Context: an optimization exercise on an open-source flow, tuned for small area, a short achievable clock period and few clock cycles per item. The choices shown serve that exercise and are no tape-out recipe. RTL that was checked went through simulation tests only; none was proved equivalent to the original.

JK:
// udp_ipv4_tx
module udp_ipv4_tx (
    input  wire             ap_clk,
    input  wire             ap_rst_n,
    input  wire  [31:0]     my_ip_addr,
    input  wire   [7:0]     ip_protocol,
    input  wire             s_axis_tx_meta_tvalid,
    output wire             s_axis_tx_meta_tready,
    input  wire [255:0]     s_axis_tx_meta_tdata,
    input  wire             s_axis_tx_data_tvalid,
    output wire             s_axis_tx_data_tready,
    input  wire  [63:0]     s_axis_tx_data_tdata,
    input  wire   [7:0]     s_axis_tx_data_tkeep,
    input  wire             s_axis_tx_data_tlast,
    output wire             m_axis_tx_data_tvalid,
    input  wire             m_axis_tx_data_tready,
    output wire   [63:0]    m_axis_tx_data_tdata,
    output wire    [7:0]    m_axis_tx_data_tkeep,
    output wire             m_axis_tx_data_tlast,
    output reg    [31:0]    datagrams_transmitted
);
  ...
For scale: roughly 580 cells after synthesis, ~91 flip-flops, about 480 I/O pins.
clock: 5.0 ns
lec_check: 0
cap_margin: 20
core_area: 2.5 2.5 97.5 97.5
die_area: 0 0 100 100
place_density: 0.7
setup_slack_margin: 2.55
slew_margin: 20
synth_hierarchical: 1
standard.sh (not shown) runs the stock make flow with config.mk's settings and CLKGATE_MAP_FILE= SYNTH_SCRIPT=/design/flow/synth_recipe.tcl, a recipe that flattens the netlist after the stock synthesis.
==> flow/flow/run.sh <==
#!/bin/bash
# Standard ORFS layout (the standard.sh, unchanged synthesis), with the
# port buffers made from the smallest buffer instead of the default choice
# and the pins allowed on every routing track, so a smaller die fits them.
set -euo pipefail
export BUFFER_PORTS_ARGS="-buffer_cell sky130_fd_sc_hd__buf_1"
export PLACE_PINS_ARGS="-min_distance 1 -min_distance_in_tracks"
bash standard.sh synth > synth.log 2>&1
bash standard.sh finish > layout.log 2>&1
Testbench counts of JK, summed over its fixed seeds: cycles 93,634, packets 4,800.
diff inputs: JK => MS
diff --git a/flow/design.v b/flow/design.v
--- a/flow/design.v
+++ b/flow/design.v
@@ -32,28 +32,31 @@
 wire [15:0] m_src_port = s_axis_tx_meta_tdata[95:80];
 wire [15:0] m_len      = s_axis_tx_meta_tdata[111:96];
 wire [15:0] tot_len    = {2'b00, len_r, m_len[1:0]};
 wire [15:0] udp_len    = {2'b00, len_r, m_len[1:0]};
 wire in_v    = s_axis_tx_data_tvalid;
 wire in_last = s_axis_tx_data_tlast;
 wire in_k4   = s_axis_tx_data_tkeep[4];
 wire rdy     = m_axis_tx_data_tready;
 wire n_vreg, n_vdat;
 udp_aoi21 u_vreg (.a(st_h0), .b(meta_seen), .c(st_fix), .y(n_vreg));
 udp_nand2 u_vdat (.a(st_dat), .b(in_v), .y(n_vdat));
 udp_nand2 u_vout (.a(n_vreg), .b(n_vdat), .y(m_axis_tx_data_tvalid));
-wire out_hs  = m_axis_tx_data_tvalid & rdy;
-wire data_hs = st_dat & in_v & rdy;
-assign s_axis_tx_data_tready = st_dat & rdy;
-assign s_axis_tx_meta_tready = st_h3 & rdy & (len_zero | in_v);
+wire beat_valid = (st_h0 & meta_seen) | st_fix | (st_dat & in_v);
+wire beat_last  = st_lfix | (st_dat & in_last & ~in_k4);
+wire meta_take  = st_h3 & rdy & (len_zero | in_v);
+wire out_hs     = beat_valid & rdy;
+wire data_hs    = st_dat & in_v & rdy;
+udp_and2  u_drdy (.a(st_dat), .b(rdy), .y(s_axis_tx_data_tready));
+udp_o211a u_mrdy (.a(len_zero), .b(in_v), .c(st_h3), .d(rdy), .y(s_axis_tx_meta_tready));
 wire n_lfix, n_ldat;
 udp_inv    u_lfix (.a(st_lfix), .y(n_lfix));
 udp_nand3b u_ldat (.a_n(in_k4), .b(st_dat), .c(in_last), .y(n_ldat));
 udp_nand2  u_lout (.a(n_lfix), .b(n_ldat), .y(m_axis_tx_data_tlast));
 assign m_axis_tx_data_tkeep[0]   = 1'b1;
 assign m_axis_tx_data_tkeep[3:1] = st_ext ? prev_keep : 3'b111;
 wire n_hdr;
 udp_inv u_hdr (.a(st_hdr), .y(n_hdr));
 genvar i;
 for (i = 0; i < 4; i = i + 1) begin : g_keep
     wire n_k;
     udp_nand2 u_k   (.a(st_dat), .b(s_axis_tx_data_tkeep[i]), .y(n_k));
@@ -116,77 +119,83 @@
     if (!ap_rst_n) begin
         st_h0   <= 1'b1;
         st_h1   <= 1'b0;
         st_h2   <= 1'b0;
         st_h3   <= 1'b0;
         st_dat  <= 1'b0;
         st_prv  <= 1'b0;
         st_ext  <= 1'b0;
         st_hdr  <= 1'b1;
         st_fix  <= 1'b0;
         st_lfix <= 1'b0;
     end else if (out_hs) begin
-        st_h0   <= m_axis_tx_data_tlast;
+        st_h0   <= beat_last;
         st_h1   <= st_h0;
         st_h2   <= st_h1;
         st_h3   <= st_h2;
         st_dat  <= (st_h2 & ~len_zero) | (st_dat & ~in_last);
         st_prv  <= st_dat & (~in_last | in_k4);
         st_ext  <= to_ext;
-        st_hdr  <= m_axis_tx_data_tlast | st_h0 | st_h1;
+        st_hdr  <= beat_last | st_h0 | st_h1;
         st_fix  <= st_h0 | st_h1 | (st_h2 & len_zero) | to_ext;
         st_lfix <= (st_h2 & len_zero) | to_ext;
     end
 end
 always @(posedge ap_clk) begin
     if (data_hs) begin
         prev_data <= s_axis_tx_data_tdata[63:32];
         prev_keep <= s_axis_tx_data_tkeep[7:5];
     end
 end
 wire        len_u = st_h2 | st_h3;
 wire  [3:0] len_lo = {1'b0, m_len[4:2]} + {1'b0, ~len_u, 1'b1, ~len_u};
 wire  [8:0] len_ones;      
 assign len_ones[0] = 1'b1;
 for (i = 1; i < 9; i = i + 1) begin : g_len
     assign len_ones[i] = len_ones[i-1] & m_len[4+i];
 end
 wire  [8:0] len_inc = {9{len_lo[3]}} & len_ones;
 always @(posedge ap_clk) begin
     len_zero  <= (m_len[13:0] == 14'd0);
     len_r     <= {m_len[13:5] ^ len_inc, len_lo[2:0]};
-    meta_seen <= ap_rst_n & s_axis_tx_meta_tvalid & ~s_axis_tx_meta_tready;
+    meta_seen <= ap_rst_n & s_axis_tx_meta_tvalid & ~meta_take;
 end
 wire [31:0] cnt_ones;
 assign cnt_ones[0] = 1'b1;
 for (i = 1; i < 32; i = i + 1) begin : g_cnt
     assign cnt_ones[i] = cnt_ones[i-1] & datagrams_transmitted[i-1];
 end
 always @(posedge ap_clk) begin
     if (!ap_rst_n)
         datagrams_transmitted <= 32'd0;
     else
         datagrams_transmitted <= datagrams_transmitted ^
-                                 ({32{out_hs & m_axis_tx_data_tlast}} & cnt_ones);
+                                 ({32{out_hs & beat_last}} & cnt_ones);
 end
 endmodule
 module udp_nand2 (input wire a, input wire b, output wire y);
 assign y = ~(a & b);
 endmodule
 module udp_nand3 (input wire a, input wire b, input wire c, output wire y);
 assign y = ~(a & b & c);
 endmodule
 module udp_nand4 (input wire a, input wire b, input wire c, input wire d, output wire y);
 assign y = ~(a & b & c & d);
 endmodule
 module udp_inv (input wire a, output wire y);
 assign y = ~a;
 endmodule
 module udp_nor2 (input wire a, input wire b, output wire y);
 assign y = ~(a | b);
 endmodule
 module udp_nand3b (input wire a_n, input wire b, input wire c, output wire y);
 assign y = ~(~a_n & b & c);
 endmodule
 module udp_aoi21 (input wire a, input wire b, input wire c, output wire y);
 assign y = ~((a & b) | c);
 endmodule
+module udp_and2 (input wire a, input wire b, output wire y);
+assign y = a & b;
+endmodule
+module udp_o211a (input wire a, input wire b, input wire c, input wire d, output wire y);
+assign y = (a | b) & c & d;
+endmodule
### Flow results
- MS vs JK, post-route worst hold slack went up by 0.012 ns.
- Summary: with JK as the reference, instance count of the mapped netlist in MS moved up by a few percent.
- Measured against each other, JK and MS differ in total routed wirelength, the lower figure coming from JK.
- MS against JK: depth of the worst register-to-register path now sits lower; area growth from synthesis to layout now sits higher; smallest setup slack after layout now sits lower.
- Summary: with JK as the reference, number of gates given a new drive strength after cts in MS moved up by more than 10%.
Only the layout flow was run in MS; the RTL was not checked for function there.

==> port drivers added, routing unchanged <==
Ports are ideal in the flow. The routed layouts listed here were re-timed in OpenROAD. Step 1 (the two cells are an assumption about what drives the block):
set clk [get_ports {ap_clk}]
set_driving_cell -lib_cell sky130_fd_sc_hd__clkbuf_16 $clk
set_driving_cell -lib_cell sky130_fd_sc_hd__buf_2 [delete_from_list [all_inputs] $clk]
Step 2, shift: input delay + t, output delay - t, t = (earliest + latest rising clock arrival at the registers) / 2. This alone moves slack from input paths to output paths. a / b / c = no drivers / after step 1 / after step 2; a / b = the first two.
run | shift t [ns] | setup WS [ns] | slew at the worst register clock pin (ns)
JK | 0.385 | 2.548 / 2.483 / 2.272 | 0.09 / 0.09
MS | 0.383 | 2.539 / 2.497 / 2.203 | 0.09 / 0.09
After both steps every run listed still meets setup and hold. The setup slack of MS, which loses most, moves by -0.042 ns with the drivers and by -0.336 ns with both steps.
